This is an optimization exercise on Yosys and OpenROAD, whose aim is small area and a short achievable clock period, not a production implementation.
Function was not checked in any run shown here: the RTL went through the layout flow alone.
Power figures rest on the tool's default switching activity, not on a simulated workload.

==> flow/design.v (outline; a module is shown in full before it is edited, if it fits) <==
// module timing: 1640 lines
// module fa_cell: 3 lines
// module ha_cell: 3 lines
// module han_cell: 4 lines
// module g_a211o: 3 lines
// module g_a21o: 3 lines
// module g_a22o: 3 lines
// module g_a311o: 3 lines
// module g_a311oi: 3 lines
// module g_a31oi: 3 lines
// module g_a32oi: 3 lines
// module g_and2: 3 lines
// module g_clkinv: 3 lines
// module g_nand2: 3 lines
// module g_nand2b: 3 lines
// module g_nand3: 3 lines
// module g_nand4: 3 lines
// module g_nor2: 3 lines
// module g_o21a: 3 lines
// module g_o21ai: 3 lines
// module g_o21bai: 3 lines
// module g_o221a: 3 lines
// module g_o22ai: 3 lines
// module g_o311a: 3 lines
// module g_o311ai: 3 lines
// module g_o41a: 3 lines
// module g_or3: 3 lines
// module g_xor2: 3 lines
module timing (
    input clk,
    input [7:0] a,
    input [7:0] b,
    output [31:0] c
  );
  // ...
==> flow/run.sh <==
#!/bin/bash
# synth_recipe.tcl (not shown) runs the flow's synth.tcl, then flattens the netlist and writes it again
# the make line also repeats each setting of config.mk as NAME=value (left out here)
make -C /OpenROAD-flow-scripts/flow DESIGN_CONFIG=/design/flow/config.mk WORK_HOME=/design/flow/orfs CLKGATE_MAP_FILE= SYNTH_SCRIPT=/design/flow/synth_recipe.tcl finish
==> flow/config.mk <==
export PLATFORM = sky130hd
export DESIGN_NAME = timing
export DESIGN_NICKNAME = timing
export VERILOG_FILES = /design/flow/design.v
export SDC_FILE = /design/flow/constraint.sdc
export NUM_CORES = 4
export LEC_CHECK = 0
export CAP_MARGIN = 20
export CORE_MARGIN = 2
export CORE_UTILIZATION = 40
export SETUP_SLACK_MARGIN = 5
export SLEW_MARGIN = 20
export SYNTH_HIERARCHICAL = 1
==> flow/constraint.sdc <==
create_clock -name core_clock -period 8.5 [get_ports {clk}]
set_input_delay 1.7000 -clock core_clock [delete_from_list [all_inputs] [get_ports {clk}]]
set_output_delay 1.7000 -clock core_clock [all_outputs]
set_load 0.01 [all_outputs]
==> PnR_summary.wiki, run 1 <==
{| class="wikitable"
! Metric !! Value
|-
| LEAKAGE || ~5.5 nW
|-
| Most frequent standard cell in the layout excluding fill and tap cells || sky130_fd_sc_hd__nand2_1
|-
| Summed instance area of the synthesized netlist || between 9000 and 10000 µm²
|-
| Highest-utilization routing layer at the global route stage || met2
|-
| Total Neg Setup Slack || 0 ns
|-
| Tapcells || ~320
|-
| Cell with the most instances after synthesis || sky130_fd_sc_hd__nand2_1
|-
| Global Route Usage Sum || between 30% and 40%
|-
| Number of distinct library cells after synthesis || just over 50
|-
| Synth Instances || 1290
|-
| Status || no timing/DRC/antenna violations
|-
| Biggest consumer || combinational cells
|-
| Multi-input gate count || around 1000
|-
| Number of diodes || 0
|-
| Largest registers || hi_q (20), hc_q (19), hs_q (19)
|-
| Worst Path Arrival || approximately 3.8 ns
|-
| Number of flip-flops in the largest register || 20
|-
| Largest delay share family, worst path || buffers and inverters
|-
| Capture point of the critical path || x_q[7]
|-
| Worst Setup Slack post-DPL || between 2 and 3 ns
|-
| Hold Path End || lo2_q[5]
|-
| Register area share after synthesis || between 20 and 25%
|-
| Multi-input combinational area share || about three fifths
|-
| Kind of end point of the critical path || flop
|-
| Number of setup violations in the final report || 0
|-
| Worst r2r dst || hs_q[8]
|-
| Area-dominant class || multi-input gates
|-
| Initial DRC count || approximately 1600
|-
| Global-route met2 utilization || between 40% and 50%
|-
| Worst reg-to-reg path cell count || 6
|-
| Seq_cells || 103
|-
| Die Footprint || roughly 26000 µm²
|-
| Die H || between 150 and 200 µm
|-
| Class of the tightest hold or removal check || reg2reg
|-
| Final-layout non-clock buffer area share || around 17%
|-
| Inverters || 141
|-
| Final worst path period share || between 40% and 50%
|-
| Met2 routed wirelength || roughly 18 mm
|-
| EDFF count, synth || 0
|-
| Number of pins with negative max-slew slack in the final report || 0
|}
==> inputs of run 2 (changes only) <==
--- a/flow/config.mk
+++ b/flow/config.mk
@@ -9,4 +9,5 @@
 export CORE_MARGIN = 2
 export CORE_UTILIZATION = 40
+export CTS_BUF_LIST = sky130_fd_sc_hd__clkbuf_4 sky130_fd_sc_hd__clkbuf_8
 export SETUP_SLACK_MARGIN = 5
 export SLEW_MARGIN = 20
==> run 2 against run 1 <==
Effect of this change: area after synthesis stayed put; utilization shrank 0.47 points; critical path depth shrank 5; critical endpoint is now y_q[9].
==> PnR_summary.wiki, run 2 <==
{| class="wikitable"
! Metric !! Value
|-
| Area added between synthesis and finish || 35.5%
|-
| Io pins || 49
|-
| Register area share after synthesis || 20.8% (unchanged)
|-
| Number of pins with negative max-slew slack in the final report || 0 (unchanged)
|-
| Setup Crit Path Kind || in2reg
|-
| Capture point of the critical path || y_q[9]
|-
| Class of the tightest hold or removal check || reg2reg
|-
| # fillers || around 2300
|-
| Via count normalized by instance count || 6.09
|-
| Number of search-and-repair iterations in the first detailed-routing pass || 8
|-
| Slew at the pin closest to its max-slew limit || just over 0.7 ns
|-
| Summed instance area of the synthesized netlist || 9940 µm² (unchanged)
|-
| Number of endpoints with negative hold slack in the final report || 0
|-
| Setup repair after global routing missed its margin || true
|-
| Last weighted congestion value of the routability-driven placer || between 1 and 1.5
|-
| Final routed wire length divided by cell count || 22.2 µm
|-
| Relative slew slack || 52.3%
|-
| Most frequent standard cell in the layout excluding fill and tap cells || sky130_fd_sc_hd__nand2_1
|-
| Die H || 162 µm (unchanged)
|-
| Effective utilization at floorplan || between 40% and 50%
|-
| Port Buffer Count || 45
|-
| Worst Min Path Start || lo_q[6]
|-
| Async set or reset register ratio after synthesis || 0%
|-
| Top cell types by occurrence after synthesis || sky130_fd_sc_hd__nand2_1, sky130_fd_sc_hd__nor2_1, sky130_fd_sc_hd__inv_1
|-
| Maximum number of pins on one net before global-route repair || 19
|-
| Seq. cell area || 2070 µm²
|-
| CTS tree || yes
|-
| Number of diodes || 0 (unchanged)
|-
| Max cap viols || 0
|-
| Final setup slack of the worst path || around 4.9 ns
|-
| Worst reg-to-reg path cell count || 6 (unchanged)
|-
| Max clock buf depth || 2
|-
| Post-Route Utilization || roughly 55%
|-
| Worst r2r dst || hs_q[8]
|-
| Largest registers || hi_q (20), hc_q (19), hs_q (19)
|-
| Cells taking the most area after synthesis || sky130_fd_sc_hd__fa_1, sky130_fd_sc_hd__dfxtp_1, sky130_fd_sc_hd__nand2_1
|-
| CP max FO || 5
|-
| Launching element of the worst setup path || b[6]
|-
| Number of setup violations in the final report || 0 (unchanged)
|-
| Syn_area_per_cell || just under 8 µm²
|-
| Critical path data required time || 8.76 ns
|-
| Register with the highest flop count || hi_q
|-
| Number of antenna violations at the first check in global routing || 0
|-
| Leading cell types in the layout, fill and taps excluded || sky130_fd_sc_hd__nand2_1, sky130_fd_sc_hd__buf_4, sky130_fd_sc_hd__fa_1, sky130_fd_sc_hd__nor2_1, sky130_fd_sc_hd__inv_1
|-
| Initial DRC count || 1509 (-3.0%)
|-
| Number of flip-flops in the largest register || 20 (unchanged)
|-
| Share of layout cells above drive strength 1 || a little over a quarter
|-
| Die X || around 160 µm
|-
| Via count of the first global-routing pass || roughly 11000
|-
| Seq cells post-synth || slightly above 100
|-
| Kind of end point of the critical path || flop
|-
| Worst Path Arrival || 3.88 ns (+0.05 ns)
|-
| Startpoint of the lowest-slack register-to-register path || x_q[4]
|-
| Startpoint Class || primary input
|-
| Peak VDD IR || 0.000160 V
|-
| Detailed placement HPWL || 28.1 mm
|-
| Routed Wire Length || about 41 mm
|-
| Cell at the root of the clock tree || sky130_fd_sc_hd__clkbuf_8
|-
| Num rows || 57
|-
| H-Tree Depth || 3
|-
| Antenna Nets Post-Route || 0
|-
| Number of remaining DRC errors || 0
|-
| Clock sink count || a little over 100
|-
| Status || no timing/DRC/antenna violations
|-
| Fraction of synthesized cell area taken by the top area cell type || 26.0%
|-
| EDFF count, synth || 0 (unchanged)
|-
| Pwr/cell area || 214 nW/µm²
|-
| Number of warnings reported in the yosys synthesis log || 7
|-
| Clock edge transition at the registers on the reported setup and hold paths || ~0.11 ns
|-
| LEAKAGE || 5.46 nW (-0.80%)
|-
| Synth Instances || 1290 (unchanged)
|-
| Global-route wire length before repair || 62.1 mm
|-
| Global route total overflow || 0
|-
| Multi-input gate area in the final layout || roughly 8000 µm²
|-
| Global Route Usage Sum || 30.8% (-0.38 points)
|-
| Clock latency on the worst-skew pair || 0.38 ns
|-
| Hold-fix buffers at CTS || 0
|-
| Die Footprint || 26100 µm² (unchanged)
|-
| Primary flip-flop cell chosen by synthesis mapping || sky130_fd_sc_hd__dfxtp_1
|-
| Via count || around 11000
|-
| Total Neg Setup Slack || 0 ns (unchanged)
|-
| Clock Skew || between 0.01 and 0.015 ns
|-
| Cell with the most instances after synthesis || sky130_fd_sc_hd__nand2_1
|-
| Library cell occupying the most area in the post-synthesis netlist || sky130_fd_sc_hd__fa_1
|-
| Number of distinct library cells after synthesis || 51 (unchanged)
|-
| Final worst path period share || 42.5% (-0.15 points)
|-
| Reg2Reg Setup Slack || ~5.1 ns
|-
| Total clock buffers created by CTS || 9
|-
| Worst Setup Slack post-DPL || 2.89 ns (unchanged)
|-
| Area of the core region || 24300 µm²
|-
| Post-route minimum period || 3.61 ns
|-
| Post-layout nets || about 1700
|-
| Max Clock Freq || 0.277 GHz
|}
==> run 2: cell count changes in the layout (fill, tap and decap cells not counted), moves of 3 or more <==
cell,change
sky130_fd_sc_hd__clkbuf_8,+9
sky130_fd_sc_hd__clkbuf_16,-8
sky130_fd_sc_hd__buf_4,-6
sky130_fd_sc_hd__nor2_2,-5
sky130_fd_sc_hd__o21ai_2,+5
sky130_fd_sc_hd__dfxtp_1,-4
sky130_fd_sc_hd__dfxtp_2,+4
sky130_fd_sc_hd__nand2_2,-4
sky130_fd_sc_hd__nor2_4,+4
sky130_fd_sc_hd__nand2_1,+3
sky130_fd_sc_hd__o21ai_1,-3
sky130_fd_sc_hd__o311ai_2,-3
==> run 2: cell type report <==
class,instances,area share (%)
clock buffers,10,0.975
clock inverters,6,0.399
inverters,141,4.44
multi-input cells,1028,59.2
flip-flops and latches,103,15.4
well taps,324,3.01
repair buffers,236,16.6
==> run 2: critical path, stage by stage <==
cell and delay (ns):
sky130_fd_sc_hd__clkdlybuf4s50_1 0.51, sky130_fd_sc_hd__buf_12 0.13, sky130_fd_sc_hd__clkinvlp_4 0.15, sky130_fd_sc_hd__buf_12 0.17, sky130_fd_sc_hd__nor2_4 0.15, sky130_fd_sc_hd__o21ai_4 0.10
sky130_fd_sc_hd__inv_1 0.10, sky130_fd_sc_hd__o311ai_1 0.13, sky130_fd_sc_hd__o22ai_1 0.31, sky130_fd_sc_hd__o311ai_1 0.23, sky130_fd_sc_hd__nand3_2 0.12, sky130_fd_sc_hd__o21ai_2 0.07
==> run 2: modules after synthesis (local to each module, per instance), excerpt <==
module / cell area (µm²) / cells inside
g_a22o: 8.76 / 1
g_a32oi: 8.76 / 1
g_nand4: 6.26 / 1
g_o21bai: 7.51 / 1
g_o221a: 11.3 / 1
g_xor2: 8.76 / 1
==> run 2: per-layer routing <==
layer	global-route usage (%)	part of all wire [%]	vias to the layer above
met4	14.9	7.1	0
met3	6.99	11	284
li1	-	-	4765
met1	39.1	38	5329
met2	49.7	44	882
met5	0	0	-
==> run 2: how the worst min path moves through the flow <==
stage | cells after the start | slack (ns) | end
global placement | 0 | 0.31 | lo2_q[8]
global route | 0 | 0.34 | lo2_q[6]
floorplan | 0 | 0.31 | lo2_q[0]
CTS | 0 | 0.34 | lo2_q[9]
detailed placement | 0 | 0.31 | lo2_q[9]
finish | 0 | 0.33 | lo2_q[6]
==> run 2: per-stage QoR <==
stage / hold slack, ns / power, mW / instances / cell area (µm²)
3_3_place_gp: 0.310 / 2.41 / 1651 / 10800
5_1_grt: 0.337 / 3.16 / 1848 / 13500
2_1_floorplan: 0.310 / 1.92 / 1303 / 10000
6_report: 0.330 / 2.88 / 1848 / 13500
3_5_place_dp: 0.312 / 2.45 / 1651 / 10800
4_1_cts: 0.338 / 2.84 / 1802 / 12800
==> run 2: report_power, final <==
part | internal [mW] | switching [mW]
sequential | 0.683 | 0.116
clock | 0.114 | 0.179
combinational | 0.800 | 0.986
==> run 2: logic make-up after synthesis <==
group           synth area share (%)
simple gates                    24.6
buf+inv                         6.62
mux                            0.101
fa+ha+maj                       29.3
other cells                   0.0756
flops                           20.8
compound gates                  16.6
xor+xnor                        1.94
==> run 2: repair_timing <==
action | CTS | global route
pin swaps | 44 | 48
cloned | 1 | 1
gates resized for setup | 267 | 84
setup buffers | 134 | 45
setup endpoints to repair | 21 | 17
==> inputs of run 3 (changes only) <==
--- a/flow/config.mk
+++ b/flow/config.mk
@@ -9,6 +9,6 @@
 export CORE_MARGIN = 2
 export CORE_UTILIZATION = 40
-export CTS_BUF_LIST = sky130_fd_sc_hd__clkbuf_4 sky130_fd_sc_hd__clkbuf_8
 export SETUP_SLACK_MARGIN = 5
 export SLEW_MARGIN = 20
 export SYNTH_HIERARCHICAL = 1
+export TNS_END_PERCENT = 0
==> run 3 against run 2 <==
Effect of this change: global-route usage fell by 0.28 points; combinational power is essentially flat; sequential power barely moved; still clean on timing, DRC and antenna; largest power group unchanged; non-clock buffer count decreased by 15.
==> PnR_summary.wiki, run 3 <==
{| class="wikitable"
! Metric !! Value
|-
| Effective utilization at floorplan || 40.9% (unchanged)
|-
| Number of diodes || 0 (unchanged)
|-
| Post-synthesis share of cell area spent on and, or, nand and nor gates || 24.6% (unchanged)
|-
| Register with the highest flop count || hi_q
|-
| Pwr/cell area || 222 nW/µm² (+3.7%)
|-
| Port Buffer Count || 45 (unchanged)
|-
| Setup Crit Path Kind || in2reg
|-
| Post-route standard cell area excluding fillers || 13300 µm² (-0.96%)
|-
| Adder-cell share of the synthesized area || 29.3% (unchanged)
|-
| Number of antenna violations at the first check in global routing || 0 (unchanged)
|-
| Synth Area in Compound Gates || 16.6% (unchanged)
|-
| Final worst path period share || 41.7% (-0.81 points)
|-
| Num rows || 57 (unchanged)
|-
| Register area share after synthesis || 20.8% (unchanged)
|-
| Async set or reset register ratio after synthesis || 0% (unchanged)
|-
| Number of endpoints with negative hold slack in the final report || 0 (unchanged)
|-
| Cells taking the most area after synthesis || sky130_fd_sc_hd__fa_1, sky130_fd_sc_hd__dfxtp_1, sky130_fd_sc_hd__nand2_1
|-
| Number of search-and-repair iterations in the first detailed-routing pass || 7 (-1)
|-
| Die Footprint || 26100 µm² (unchanged)
|-
| Global Route Usage Sum || 30.5% (-0.28 points)
|-
| Post-route minimum period || 3.54 ns (-0.0691 ns)
|-
| Number of warnings reported in the yosys synthesis log || 7 (unchanged)
|-
| Number of distinct library cells after synthesis || 51 (unchanged)
|-
| Clock sink count || 103 (unchanged)
|-
| Peak VDD IR || 0.000158 V (-1.5%)
|-
| Worst reg-to-reg path cell count || 6 (unchanged)
|-
| Area added between synthesis and finish || 34.2%
|-
| Total clock buffers created by CTS || 9 (unchanged)
|-
| Last weighted congestion value of the routability-driven placer || 1.02 (-3.0%)
|-
| Primary flip-flop cell chosen by synthesis mapping || sky130_fd_sc_hd__dfxtp_1
|-
| Routed Wire Length || 40.5 mm (-1.5%)
|-
| Cell with the most instances after synthesis || sky130_fd_sc_hd__nand2_1
|-
| Syn_area_per_cell || 7.70 µm² (unchanged)
|-
| Number of pins with negative max-slew slack in the final report || 0 (unchanged)
|-
| Clock edge transition at the registers on the reported setup and hold paths || 0.08 ns (-0.03 ns)
|-
| Cell at the root of the clock tree || sky130_fd_sc_hd__clkbuf_16
|-
| Fraction of synthesized cell area taken by the top area cell type || 26.0% (unchanged)
|-
| Post-Route Utilization || 54.9% (-0.53 points)
|-
| Worst Setup Slack post-DPL || 3.19 ns (+0.298 ns)
|-
| Share of layout cells above drive strength 1 || 25.0% (-1.3 points)
|-
| Clock latency on the worst-skew pair || 0.36 ns (-0.02 ns)
|-
| Global route total overflow || 0 (unchanged)
|-
| Final routed wire length divided by cell count || 22.1 µm (-0.67%)
|-
| Summed instance area of the synthesized netlist || 9940 µm² (unchanged)
|-
| Class of the tightest hold or removal check || reg2reg
|-
| Relative slew slack || 48.5% (-3.7 points)
|-
| Leading cell types in the layout, fill and taps excluded || sky130_fd_sc_hd__nand2_1, sky130_fd_sc_hd__buf_4, sky130_fd_sc_hd__fa_1, sky130_fd_sc_hd__nor2_1, sky130_fd_sc_hd__dfxtp_1
|-
| Worst Path Arrival || 3.82 ns (-0.06 ns)
|-
| Number of remaining DRC errors || 0 (unchanged)
|-
| Max clock buf depth || 2 (unchanged)
|-
| Final setup slack of the worst path || 4.96 ns (+0.0691 ns)
|-
| Die H || 162 µm (unchanged)
|-
| Setup repair after global routing missed its margin || true
|-
| LEAKAGE || 5.40 nW (-1.2%)
|-
| Xor/xnor cell area share of the yosys netlist || 1.94% (unchanged)
|-
| Number of setup violations in the final report || 0 (unchanged)
|-
| Io pins || 49 (unchanged)
|-
| Via count normalized by instance count || 6.05 (-0.78%)
|-
| Initial DRC count || 1426 (-5.5%)
|-
| Via count of the first global-routing pass || 11100 (+1.3%)
|-
| Seq cells post-synth || 103 (unchanged)
|-
| Post-place instance area || 10800 µm² (about the same)
|-
| Number of flip-flops in the largest register || 20 (unchanged)
|-
| Max Clock Freq || 0.282 GHz (+1.9%)
|-
| Detailed placement HPWL || 27.8 mm (-1.3%)
|-
| Global-route wire length before repair || 61.6 mm (-0.67%)
|-
| Most frequent standard cell in the layout excluding fill and tap cells || sky130_fd_sc_hd__nand2_1
|-
| Top cell types by occurrence after synthesis || sky130_fd_sc_hd__nand2_1, sky130_fd_sc_hd__nor2_1, sky130_fd_sc_hd__inv_1
|-
| Hold-fix buffers at CTS || 0 (unchanged)
|-
| Share of cell area taken by muxes after synthesis || 0.101% (unchanged)
|-
| CP max FO || 4 (-1)
|-
| Total Neg Setup Slack || 0 ns (unchanged)
|-
| Kind of end point of the critical path || flop
|-
| Library cell occupying the most area in the post-synthesis netlist || sky130_fd_sc_hd__fa_1
|-
| Post-layout nets || 1676 (-0.89%)
|-
| Max cap viols || 0 (unchanged)
|-
| Die X || 162 µm (unchanged)
|-
| Startpoint Class || primary input
|-
| Status || no timing/DRC/antenna violations
|-
| Via count || 11100 (-1.6%)
|-
| CTS tree || yes
|-
| Critical path data required time || 8.78 ns (+0.02 ns)
|-
| Maximum number of pins on one net before global-route repair || 19 (unchanged)
|-
| Synth Instances || 1290 (unchanged)
|-
| EDFF count, synth || 0 (unchanged)
|-
| Clock Skew || 0.0123 ns (-0.00104 ns)
|-
| Largest registers || hi_q (20), hc_q (19), hs_q (19)
|-
| Antenna Nets Post-Route || 0 (unchanged)
|-
| Worst Hold Path Cells || 0 (unchanged)
|-
| H-Tree Depth || 3 (unchanged)
|-
| Main combinational cell family by area after synthesis || adder cells
|-
| Slew at the pin closest to its max-slew limit || 0.772 ns (+0.0561 ns)
|-
| Area of the core region || 24300 µm² (unchanged)
|}
run 3: layout make-up:
type	count	area [µm²]
fill	2197	11000
tap	324	405
clock buffer	10	229
multi-input combinational	1028	7970
sequential	103	2070
timing repair buffer	221	2020
clock inverter	6	51.3
inverter	141	598
run 3: cell families after synthesis:
family / Yosys count
compound gates: 251
xor+xnor: 22
fa+ha+maj: 155
buf+inv: 172
flops: 103
mux: 1
other cells: 2
simple gates: 584
run 3: through the flow:
stage | std cells | hold WS [ns] | power, mW
after floorplan | 1303 | 0.310 | 1.92
after global placement | 1652 | 0.310 | 2.41
after detailed placement | 1652 | 0.312 | 2.43
after CTS | 1790 | 0.327 | 2.92
after global routing | 1833 | 0.336 | 3.23
final | 1833 | 0.325 | 2.96
run 3: metal layers:
layer  track usage [%]  vias to the layer above  wire [µm]
li1                  -                     4746          -
met1              38.2                     5244      15300
met2              48.7                      817      18000
met3              7.52                      275       4350
met4              16.7                        0       2860
met5                 0                        -          0
run 3: critical path, cell delays in order:
cell	delay, ns
sky130_fd_sc_hd__buf_2	0.10
sky130_fd_sc_hd__buf_12	0.10
sky130_fd_sc_hd__clkinvlp_4	0.17
sky130_fd_sc_hd__buf_6	0.17
sky130_fd_sc_hd__buf_4	0.12
sky130_fd_sc_hd__o21ai_1	0.14
sky130_fd_sc_hd__nand2_2	0.09
sky130_fd_sc_hd__nand2_1	0.09
sky130_fd_sc_hd__nand4_1	0.16
sky130_fd_sc_hd__a311oi_2	0.41
sky130_fd_sc_hd__o22ai_1	0.18
sky130_fd_sc_hd__nand4_1	0.11
sky130_fd_sc_hd__o21ai_1	0.10
sky130_fd_sc_hd__a31oi_1	0.16
run 3: timing repair:
action / 4_1_cts / 5_1_grt
resized for setup: 255 / 95
pin swaps: 44 / 49
setup endpoints to repair: 21 / 21
setup buffers: 122 / 43
endpoints found under the hold margin: 0 / 0
run 3: final timing paths:
kind               to  slack [ns]  startpoint
min          lo2_q[5]        0.32     lo_q[5]
max            x_q[6]        4.96        a[3]
max reg2reg  hs_q[10]        5.08      x_q[5]
min reg2reg  lo2_q[5]        0.32     lo_q[5]
run 3: power by group:
group	internal, mW	switching, mW	total [mW]
clock network	0.203	0.195	0.398
registers	0.682	0.114	0.796
logic	0.789	0.973	1.76
total	1.67	1.28	2.96
run 3: modules after synthesis (local to each module, per instance), a selection:
module / cells inside / flip-flops and latches / area, µm²
timing: 520 / 103 / 4300
g_o41a: 1 / 0 / 11.3
g_o221a: 1 / 0 / 11.3
g_nand3: 1 / 0 / 5.00
g_o22ai: 1 / 0 / 6.26
g_o311a: 1 / 0 / 10.0
g_a211o: 1 / 0 / 8.76
g_o21a: 1 / 0 / 7.51
g_a32oi: 1 / 0 / 8.76
g_nor2: 1 / 0 / 3.75
g_o21ai: 1 / 0 / 5.00
g_clkinv: 1 / 0 / 3.75
g_a22o: 1 / 0 / 8.76
g_a311o: 1 / 0 / 10.0
==> inputs of run 4 (changes only) <==
--- a/flow/config.mk
+++ b/flow/config.mk
@@ -9,5 +9,5 @@
 export CORE_MARGIN = 2
 export CORE_UTILIZATION = 40
-export SETUP_SLACK_MARGIN = 5
+export SETUP_SLACK_MARGIN = 4.5
 export SLEW_MARGIN = 20
 export SYNTH_HIERARCHICAL = 1
==> run 4 against run 3 <==
Effect of this change: maximum frequency shrank 13%; clock skew grew 0.00061 ns; worst setup slack lost 0.53 ns; register-to-register slack lost 0.11 ns; critical path depth is the same; cell area shrank 10%; combinational power shrank 5%; area after synthesis is the same; utilization shrank 5.7 points; non-clock buffer count shrank 101; sequential power is essentially flat.
==> PnR_summary.wiki, run 4 <==
{| class="wikitable"
! Metric !! Value
|-
| Synth Instances || 1290 (unchanged)
|-
| Cell at the root of the clock tree || sky130_fd_sc_hd__clkbuf_16
|-
| Peak VDD IR || 0.000142 V (-10%)
|-
| Top cell types by occurrence after synthesis || sky130_fd_sc_hd__nand2_1, sky130_fd_sc_hd__nor2_1, sky130_fd_sc_hd__inv_1
|-
| Cell-by-cell listing of the critical path || clkdlybuf4s50_1 -> buf_12 -> clkinvlp_4 -> buf_4 -> nor2_2 -> inv_1 -> nor2_1 -> nor2_1 -> o221a_1 -> nand2_1 -> a32oi_1 -> o22ai_1 -> nand2_1 -> a31oi_1
|-
| Area added between synthesis and finish || 20.3%
|-
| Library cell occupying the most area in the post-synthesis netlist || sky130_fd_sc_hd__fa_1
|-
| Launching element of the worst setup path || b[0]
|-
| Net Switching || 1.25 mW (-2.6%)
|-
| Setup repair after global routing missed its margin || true
|-
| Primary flip-flop cell chosen by synthesis mapping || sky130_fd_sc_hd__dfxtp_1
|-
| Reg2Reg Setup Slack || 4.97 ns (-0.11 ns)
|-
| Worst Min Path Start || lo_q[5]
|-
| Register area share after synthesis || 20.8% (unchanged)
|-
| Async set or reset register ratio after synthesis || 0% (unchanged)
|-
| Number of flip-flops in the largest register || 20 (unchanged)
|-
| Switching share of total power || 43.6% (+0.20 points)
|-
| Die H || 162 µm (unchanged)
|-
| Number of search-and-repair iterations in the first detailed-routing pass || 5 (-2)
|-
| Status || no timing/DRC/antenna violations
|-
| Largest registers || hi_q (20), hc_q (19), hs_q (19)
|-
| Total Neg Setup Slack || 0 ns (unchanged)
|-
| Worst Path Arrival || 4.34 ns (+0.52 ns)
|-
| Adder-cell share of the synthesized area || 29.3% (unchanged)
|-
| Setup Crit Path Kind || in2reg
|-
| Total clock buffers created by CTS || 9 (unchanged)
|-
| Global-route wire length before repair || 59.3 mm (-3.8%)
|-
| EDFF count, synth || 0 (unchanged)
|-
| Startpoint of the lowest-slack register-to-register path || y_q[5]
|-
| Sequential power share || 27.8% (+0.9 points)
|-
| Initial DRC count || 1432 (+0.42%)
|-
| Share of cell area taken by muxes after synthesis || 0.101% (unchanged)
|-
| Startpoint Class || primary input
|-
| Number of remaining DRC errors || 0 (unchanged)
|-
| Detailed placement HPWL || 27.7 mm (about the same)
|-
| Last weighted congestion value of the routability-driven placer || 1.04 (+1.9%)
|-
| Relative contribution of combinational cells to total power || 58.2% (-1.4 points)
|-
| Clock edge transition at the registers on the reported setup and hold paths || 0.07 ns (about the same)
|-
| Maximum number of pins on one net before global-route repair || 19 (unchanged)
|-
| Most frequent standard cell in the layout excluding fill and tap cells || sky130_fd_sc_hd__nand2_1
|-
| Share of layout cells above drive strength 1 || 12.7% (-12 points)
|-
| Cells taking the most area after synthesis || sky130_fd_sc_hd__fa_1, sky130_fd_sc_hd__dfxtp_1, sky130_fd_sc_hd__nand2_1
|-
| Via count of the first global-routing pass || 10600 (-4.4%)
|-
| Post-synthesis share of cell area spent on and, or, nand and nor gates || 24.6% (unchanged)
|-
| H-Tree Depth || 3 (unchanged)
|-
| Cell with the most instances after synthesis || sky130_fd_sc_hd__nand2_1
|-
| Clock Skew || 0.0129 ns (+0.000605 ns)
|-
| Syn_area_per_cell || 7.70 µm² (unchanged)
|-
| Fraction of synthesized cell area taken by the top area cell type || 26.0% (unchanged)
|-
| Kind of end point of the critical path || flop
|-
| Final routed wire length divided by cell count || 22.1 µm (+0.32%)
|-
| Via count normalized by instance count || 6.09 (+0.74%)
|-
| Die Footprint || 26100 µm² (unchanged)
|-
| # fillers || 2388 (+8.7%)
|-
| Register with the highest flop count || hi_q
|-
| Critical path data required time || 8.77 ns (about the same)
|-
| Global Route Usage Sum || 29.4% (-1.2 points)
|-
| Post-route minimum period || 4.08 ns (+0.533 ns)
|-
| Routed Wire Length || 38.3 mm (-5.3%)
|-
| Effective utilization at floorplan || 40.9% (unchanged)
|-
| Max cap viols || 0 (unchanged)
|-
| Number of endpoints with negative hold slack in the final report || 0 (unchanged)
|-
| Number of warnings reported in the yosys synthesis log || 7 (unchanged)
|-
| Multi-input gate area in the final layout || 7510 µm² (-5.8%)
|-
| Io pins || 49 (unchanged)
|-
| Num rows || 57 (unchanged)
|-
| Clock share of power || 13.9% (+0.4 points)
|-
| Main combinational cell family by area after synthesis || adder cells
|-
| Max clock buf depth || 2 (unchanged)
|-
| Port Buffer Count || 45 (unchanged)
|-
| Synth Area in Compound Gates || 16.6% (unchanged)
|-
| Slew at the pin closest to its max-slew limit || 0.739 ns (-0.0329 ns)
|-
| Internal power || 1.62 mW (-3.4%)
|-
| Number of setup violations in the final report || 0 (unchanged)
|-
| Max Clock Freq || 0.245 GHz (-13%)
|-
| Xor/xnor cell area share of the yosys netlist || 1.94% (unchanged)
|-
| Seq. cell area || 2060 µm² (-0.18%)
|-
| Number of distinct library cells after synthesis || 51 (unchanged)
|-
| Global route total overflow || 0 (unchanged)
|-
| Number of pins with negative max-slew slack in the final report || 0 (unchanged)
|-
| Class of the tightest hold or removal check || reg2reg
|-
| Die X || 162 µm (unchanged)
|-
| CP max FO || 16 (+12)
|-
| Number of diodes || 0 (unchanged)
|-
| Post-layout nets || 1575 (-6.0%)
|-
| Final Total Pwr || 2.87 mW (-3.0%)
|-
| Final worst path period share || 48.0% (+6.3 points)
|-
| Final setup slack of the worst path || 4.42 ns (-0.533 ns)
|-
| Relative slew slack || 50.7% (+2.1 points)
|-
| Leading cell types in the layout, fill and taps excluded || sky130_fd_sc_hd__nand2_1, sky130_fd_sc_hd__nor2_1, sky130_fd_sc_hd__fa_1, sky130_fd_sc_hd__inv_1, sky130_fd_sc_hd__dfxtp_1
|-
| Pwr/cell area || 240 nW/µm² (+8.2%)
|-
| Clock sink count || 103 (unchanged)
|-
| Capture point of the critical path || y_q[7]
|-
| Crit-path max cell delay || 0.53 ns (+0.12 ns)
|-
| CP max stage cell || sky130_fd_sc_hd__clkdlybuf4s50_1
|-
| Area of the core region || 24300 µm² (unchanged)
|-
| Clock latency on the worst-skew pair || 0.36 ns (about the same)
|-
| LEAKAGE || 4.78 nW (-11%)
|-
| Seq cells post-synth || 103 (unchanged)
|-
| Worst Setup Slack post-DPL || 3.07 ns (-0.119 ns)
|-
| Summed instance area of the synthesized netlist || 9940 µm² (unchanged)
|-
| Number of antenna violations at the first check in global routing || 0 (unchanged)
|-
| Worst r2r dst || hs_q[8]
|-
| Antenna Nets Post-Route || 0 (unchanged)
|-
| Via count || 10500 (-4.9%)
|-
| CTS tree || yes
|-
| Worst reg-to-reg path cell count || 6 (unchanged)
|}
[run 4: cell counts after synthesis]
No cell type changed its count.
[run 4: cells by family after synthesis]
logic type                 Yosys count
and+or+nand+nor                    584
AOI/OAI and AO/OA                  251
other                                2
adders and majority gates          155
buffers and inverters              172
muxes                                1
DFF                                103
xor gates and xnor gates            22
[run 4: power by group through the flow]
stage | registers [mW] | logic, mW | clock network (mW)
4_1_cts | 0.799 | 1.66 | 0.413
2_1_floorplan | 0.769 | 1.15 | 0
3_3_place_gp | 0.807 | 1.60 | 0
6_report | 0.798 | 1.67 | 0.400
5_1_grt | 0.817 | 1.89 | 0.434
3_5_place_dp | 0.811 | 1.61 | 0
[run 4: Yosys stat by module (local to each module, per instance), excerpt]
module,times used,cells inside
g_xor2,2,1
g_a31oi,30,1
g_nand4,32,1
g_o21ai,82,1
g_o221a,2,1
g_and2,6,1
g_o41a,2,1
g_o21a,6,1
g_a32oi,8,1
g_a211o,2,1
g_clkinv,88,1
g_a311o,4,1
g_a22o,2,1
g_nand3,52,1
g_o21bai,2,1
g_nand2b,4,1
[run 4: stage by stage]
stage	cells	hold slack (ns)	util [%]	instance area (µm²)
finish	1731	0.330	49.2	12000
global route	1731	0.342	49.2	12000
CTS	1719	0.330	48.3	11700
detailed placement	1648	0.312	44.3	10800
global placement	1648	0.310	44.3	10800
floorplan	1303	0.310	-	9990
[run 4: worst max-delay path: cells and delay by family]
kind,cells,cell delay (ns)
AOI/OAI and AO/OA,4,0.78
buffers and inverters,5,1.16
and+or+nand+nor,5,0.69
[run 4: layer usage]
layer	GRT usage [%]	share of wire (%)
met4	15.4	6.4
met5	0	0
met3	6.06	10
met2	47.6	45
met1	37.0	39
[run 4: how the worst min path moves through the flow]
stage               depth (start not counted)        to  slack, ns
detailed placement                          0  lo2_q[9]       0.31
finish                                      0  lo2_q[5]       0.33
floorplan                                   0  lo2_q[0]       0.31
global placement                            0  lo2_q[8]       0.31
CTS                                         0  lo2_q[9]       0.33
global route                                0  lo2_q[4]       0.34
[run 4: area by class of cell]
| cell class | count | share of cell area, % |
|---|---|---|
| well taps | 324 | 3.39 |
| clock buffers | 9 | 1.88 |
| inverters | 141 | 4.82 |
| repair buffers | 120 | 9.41 |
| clock inverters | 6 | 0.450 |
| flip-flops and latches | 103 | 17.2 |
| multi-input cells | 1028 | 62.8 |
[run 4: repair_timing]
item,in CTS,in global routing
setup endpoints to repair,16,13
endpoints found under the hold margin,0,0
hold buffers,0,0
setup buffers,56,11
pin swaps,8,11
cloned,0,1
gates resized for setup,105,52
==> inputs of run 5 (changes only) <==
==> flow/flow/run.sh (new file) <==
#!/bin/bash
# The standard layout (the standard.sh, unchanged), with the port buffers that
# ORFS's buffer_ports inserts made plain buf_2 cells instead of its default pick.
export BUFFER_PORTS_ARGS="-buffer_cell sky130_fd_sc_hd__buf_2"
cp standard.sh standard_copy.sh.txt
bash standard.sh > standard.log 2>&1
==> flow/standard.sh (new file) <==
#!/bin/bash
# synth_recipe.tcl (not shown) runs the flow's synth.tcl, then flattens the netlist and writes it again
# the make line also repeats each setting of config.mk as NAME=value (left out here)
make -C /OpenROAD-flow-scripts/flow DESIGN_CONFIG=/design/flow/config.mk WORK_HOME=/design/flow/orfs CLKGATE_MAP_FILE= SYNTH_SCRIPT=/design/flow/synth_recipe.tcl "${@:-finish}"
--- a/flow/config.mk
+++ b/flow/config.mk
@@ -9,5 +9,5 @@
 export CORE_MARGIN = 2
 export CORE_UTILIZATION = 40
-export SETUP_SLACK_MARGIN = 4.5
+export SETUP_SLACK_MARGIN = 5
 export SLEW_MARGIN = 20
 export SYNTH_HIERARCHICAL = 1
removed: flow/run.sh
==> run 5 against run 4 <==
Effect of this change: still clean; routed wire length rose by 2.1%; cell area up 4.4%; synthesized cell count unchanged; utilization up 2.1 points.
==> PnR_summary.wiki, run 5 <==
{| class="wikitable"
! Metric !! Value
|-
| Maximum number of pins on one net before global-route repair || 19 (unchanged)
|-
| Clock sink count || 103 (unchanged)
|-
| Via count of the first global-routing pass || 10800 (+1.7%)
|-
| Largest registers || hi_q (20), hc_q (19), hs_q (19)
|-
| Final worst path period share || 42.6% (-5.4 points)
|-
| # fillers || 2319 (-2.9%)
|-
| Summed instance area of the synthesized netlist || 9940 µm² (unchanged)
|-
| Startpoint of the lowest-slack register-to-register path || x_q[6]
|-
| Share of layout cells above drive strength 1 || 21.7% (+9.0 points)
|-
| Die Footprint || 26100 µm² (unchanged)
|-
| Number of distinct library cells after synthesis || 51 (unchanged)
|-
| Effective utilization at floorplan || 40.9% (unchanged)
|-
| Number of pins with negative max-slew slack in the final report || 0 (unchanged)
|-
| Via count || 10800 (+2.2%)
|-
| Number of antenna violations at the first check in global routing || 0 (unchanged)
|-
| Syn_area_per_cell || 7.70 µm² (unchanged)
|-
| Worst Hold Path Cells || 0 (unchanged)
|-
| Die H || 162 µm (unchanged)
|-
| Global Route Usage Sum || 29.4% (+0.052 points)
|-
| Routed Wire Length || 39.2 mm (+2.1%)
|-
| Global route total overflow || 0 (unchanged)
|-
| Worst Min Path Start || lo_q[11]
|-
| Area of the core region || 24300 µm² (unchanged)
|-
| Async set or reset register ratio after synthesis || 0% (unchanged)
|-
| Initial DRC count || 1343 (-6.2%)
|-
| Register with the highest flop count || hi_q
|-
| Kind of end point of the critical path || flop
|-
| Class of the tightest hold or removal check || reg2reg
|-
| Worst Path Arrival || 3.89 ns (-0.45 ns)
|-
| Post-route standard cell area excluding fillers || 12500 µm² (+4.4%)
|-
| Detailed placement HPWL || 28.3 mm (+1.9%)
|-
| Library cell occupying the most area in the post-synthesis netlist || sky130_fd_sc_hd__fa_1
|-
| Cells taking the most area after synthesis || sky130_fd_sc_hd__fa_1, sky130_fd_sc_hd__dfxtp_1, sky130_fd_sc_hd__nand2_1
|-
| Total Neg Setup Slack || 0 ns (unchanged)
|-
| Global-route wire length before repair || 59.6 mm (+0.58%)
|-
| Number of flip-flops in the largest register || 20 (unchanged)
|-
| Post-place instance area || 10500 µm² (-2.2%)
|-
| Startpoint Class || primary input
|-
| Clock Skew || 0.00841 ns (-0.00450 ns)
|-
| Worst Setup Slack post-DPL || 3.84 ns (+0.773 ns)
|-
| Antenna Nets Post-Route || 0 (unchanged)
|-
| Io pins || 49 (unchanged)
|-
| Seq cells post-synth || 103 (unchanged)
|-
| Leading cell types in the layout, fill and taps excluded || sky130_fd_sc_hd__nand2_1, sky130_fd_sc_hd__fa_1, sky130_fd_sc_hd__nor2_1, sky130_fd_sc_hd__inv_1, sky130_fd_sc_hd__dfxtp_1
|-
| Worst r2r dst || hs_q[8]
|-
| Hold-fix buffers at CTS || 0 (unchanged)
|-
| Status || no timing/DRC/antenna violations
|-
| Critical path data required time || 8.77 ns (about the same)
|-
| H-Tree Depth || 3 (unchanged)
|-
| Most frequent standard cell in the layout excluding fill and tap cells || sky130_fd_sc_hd__nand2_1
|-
| Reg2Reg Setup Slack || 5.01 ns (+0.04 ns)
|-
| Number of remaining DRC errors || 0 (unchanged)
|-
| Post-route minimum period || 3.62 ns (-0.460 ns)
|-
| Max cap viols || 0 (unchanged)
|-
| Number of setup violations in the final report || 0 (unchanged)
|-
| Slew at the pin closest to its max-slew limit || 0.830 ns (+0.0913 ns)
|-
| Final setup slack of the worst path || 4.88 ns (+0.460 ns)
|-
| Seq. cell area || 2070 µm² (+0.18%)
|-
| Number of diodes || 0 (unchanged)
|-
| Port Buffer Count || 45 (unchanged)
|-
| Top cell types by occurrence after synthesis || sky130_fd_sc_hd__nand2_1, sky130_fd_sc_hd__nor2_1, sky130_fd_sc_hd__inv_1
|-
| Total clock buffers created by CTS || 9 (unchanged)
|-
| Die X || 162 µm (unchanged)
|-
| Worst reg-to-reg path cell count || 6 (unchanged)
|-
| Peak VDD IR || 0.000157 V (+11%)
|-
| Multi-input gate area in the final layout || 7760 µm² (+3.4%)
|-
| Via count normalized by instance count || 6.09 (about the same)
|-
| Max clock buf depth || 2 (unchanged)
|-
| Synth Instances || 1290 (unchanged)
|-
| Last weighted congestion value of the routability-driven placer || 1.06 (+1.4%)
|-
| Num rows || 57 (unchanged)
|-
| Setup repair after global routing missed its margin || true
|-
| Cell at the root of the clock tree || sky130_fd_sc_hd__clkbuf_16
|-
| Post-layout nets || 1611 (+2.3%)
|-
| Register area share after synthesis || 20.8% (unchanged)
|-
| Number of warnings reported in the yosys synthesis log || 7 (unchanged)
|-
| CTS tree || yes
|-
| Hold Path End || lo2_q[11]
|-
| Cell with the most instances after synthesis || sky130_fd_sc_hd__nand2_1
|-
| Relative slew slack || 44.4% (-6.2 points)
|-
| Final routed wire length divided by cell count || 22.1 µm (about the same)
|-
| Area added between synthesis and finish || 25.6%
|-
| Setup Crit Path Kind || in2reg
|-
| Pwr/cell area || 230 nW/µm² (-4.0%)
|-
| CP max FO || 15 (-1)
|-
| Clock latency on the worst-skew pair || 0.35 ns (about the same)
|-
| Primary flip-flop cell chosen by synthesis mapping || sky130_fd_sc_hd__dfxtp_1
|-
| Max Clock Freq || 0.276 GHz (+13%)
|-
| Fraction of synthesized cell area taken by the top area cell type || 26.0% (unchanged)
|-
| EDFF count, synth || 0 (unchanged)
|-
| Clock edge transition at the registers on the reported setup and hold paths || 0.07 ns (about the same)
|-
| LEAKAGE || 5.03 nW (+5.4%)
|-
| Number of endpoints with negative hold slack in the final report || 0 (unchanged)
|-
| Number of search-and-repair iterations in the first detailed-routing pass || 6 (+1)
|}
[run 5: layer usage]
| layer | vias up | global-route usage (%) | part of all wire, % |
|---|---|---|---|
| met2 | 804 | 46.9 | 44 |
| met3 | 236 | 5.01 | 9.9 |
| met4 | 0 | 17.2 | 7.0 |
| met1 | 5121 | 37.7 | 39 |
| met5 | - | 0 | 0 |
| li1 | 4612 | - | - |
[run 5: worst max path at each step]
stage / from / to / depth (start not counted)
after floorplan: b[1] / y_q[9] / 14
after global routing: b[2] / y_q[7] / 15
final: a[1] / x_q[7] / 12
after detailed placement: b[1] / y_q[9] / 15
after global placement: b[4] / y_q[7] / 14
after CTS: b[1] / y_q[9] / 16
[run 5: power breakdown]
part | total, mW | internal, mW | switching (mW)
sequential | 0.793 | 0.682 | 0.111
clock | 0.403 | 0.211 | 0.192
combinational | 1.68 | 0.711 | 0.965
[run 5: layout make-up]
class,count,area share [%]
clock buffer,10,1.91
clock inverter,6,0.421
inverter,141,4.73
multi-input combinational,1028,62.2
sequential,103,16.6
tap,324,3.25
timing repair buffer,156,10.9
[run 5: kinds of logic after synthesis]
group,count (synthesis),share of synthesized area (%)
and+or+nand+nor,584,24.6
xor gates and xnor gates,22,1.94
buffers and inverters,172,6.62
other,2,0.0756
muxes,1,0.101
DFF,103,20.8
adders and majority gates,155,29.3
AOI/OAI and AO/OA,251,16.6
[run 5: what timing repair did]
item,4_1_cts,5_1_grt
cloned,0,1
setup endpoints to repair,14,18
pin swaps,21,39
resized for setup,132,95
setup buffers,69,40
[run 5: per-module statistics from Yosys (local to each module, per instance), a selection]
| module | cells | flip-flops and latches | copies in the design | area (µm²) |
|---|---|---|---|---|
| g_o41a | 1 | 0 | 2 | 11.3 |
| g_and2 | 1 | 0 | 6 | 6.26 |
| g_o311ai | 1 | 0 | 16 | 8.76 |
| g_a311o | 1 | 0 | 4 | 10.0 |
| g_a21o | 1 | 0 | 4 | 7.51 |
| g_a22o | 1 | 0 | 2 | 8.76 |
| g_a32oi | 1 | 0 | 8 | 8.76 |
| g_o221a | 1 | 0 | 2 | 11.3 |
| g_o21ai | 1 | 0 | 82 | 5.00 |
| g_a31oi | 1 | 0 | 30 | 6.26 |
| g_o311a | 1 | 0 | 2 | 10.0 |
| g_nand2 | 1 | 0 | 116 | 3.75 |
| g_o21a | 1 | 0 | 6 | 7.51 |
| g_a211o | 1 | 0 | 2 | 8.76 |
| g_or3 | 1 | 0 | 2 | 6.26 |
| g_a311oi | 1 | 0 | 8 | 8.76 |
[run 5: through the flow]
stage,utilization (%),hold slack (ns),cells,power (mW)
detailed placement,43.3,0.315,1642,2.38
global route,51.3,0.339,1768,3.14
finish,51.3,0.330,1768,2.87
global placement,43.3,0.311,1642,2.35
CTS,48.5,0.333,1727,2.84
floorplan,-,0.310,1303,1.92
[run 5: critical path: stages]
cell and delay (ns):
sky130_fd_sc_hd__buf_12 0.13, sky130_fd_sc_hd__nor2_2 0.21, sky130_fd_sc_hd__inv_1 0.22, sky130_fd_sc_hd__nand3_2 0.12, sky130_fd_sc_hd__o21ai_2 0.07, sky130_fd_sc_hd__a211o_1 0.34, sky130_fd_sc_hd__a311oi_2 0.35, sky130_fd_sc_hd__o311a_1 0.24
sky130_fd_sc_hd__a32oi_1 0.08, sky130_fd_sc_hd__o22ai_2 0.21, sky130_fd_sc_hd__nand2_1 0.07, sky130_fd_sc_hd__a31oi_1 0.16

-- what the ideal ports hide --
No port has a modelled driver above. Below, the same layouts with a new extraction and two added sets of constraints. Step 1 (the two cells are an assumption about what drives the block):
set clk [get_ports {clk}]
set_driving_cell -lib_cell sky130_fd_sc_hd__clkbuf_16 $clk
set_driving_cell -lib_cell sky130_fd_sc_hd__buf_2 [delete_from_list [all_inputs] $clk]
Step 2 adds t to the input delays and takes it off the output delays; t is the mean of the earliest and latest rising clock arrival at the registers after step 1. Input paths then give back, and output paths get back, about the clock's delay inside the block. a / b / c = no drivers / after step 1 / after step 2; a / b = the first two.
| run | shift t [ns] | slack for setup (ns) | worst hold slack (ns) | clock arrival spread, ns | slew at the worst register clock pin (ns) |
|---|---|---|---|---|---|
| run 1 | 0.388 | 4.874 / 4.888 / 4.500 | 0.327 / 0.327 / 0.327 | 0.010 / 0.010 | 0.07 / 0.07 |
| run 2 | 0.416 | 4.887 / 4.899 / 4.483 | 0.330 / 0.330 / 0.330 | 0.014 / 0.014 | 0.11 / 0.11 |
| run 3 | 0.398 | 4.956 / 4.954 / 4.557 | 0.325 / 0.325 / 0.325 | 0.013 / 0.013 | 0.08 / 0.08 |
| run 4 | 0.393 | 4.423 / 4.413 / 4.021 | 0.330 / 0.330 / 0.330 | 0.013 / 0.013 | 0.08 / 0.08 |
| run 5 | 0.390 | 4.883 / 4.867 / 4.477 | 0.330 / 0.330 / 0.330 | 0.008 / 0.008 | 0.07 / 0.07 |
After both steps every run listed still meets setup and hold. The setup slack of run 5, which loses most, moves by -0.016 ns with the drivers and by -0.406 ns with both steps.
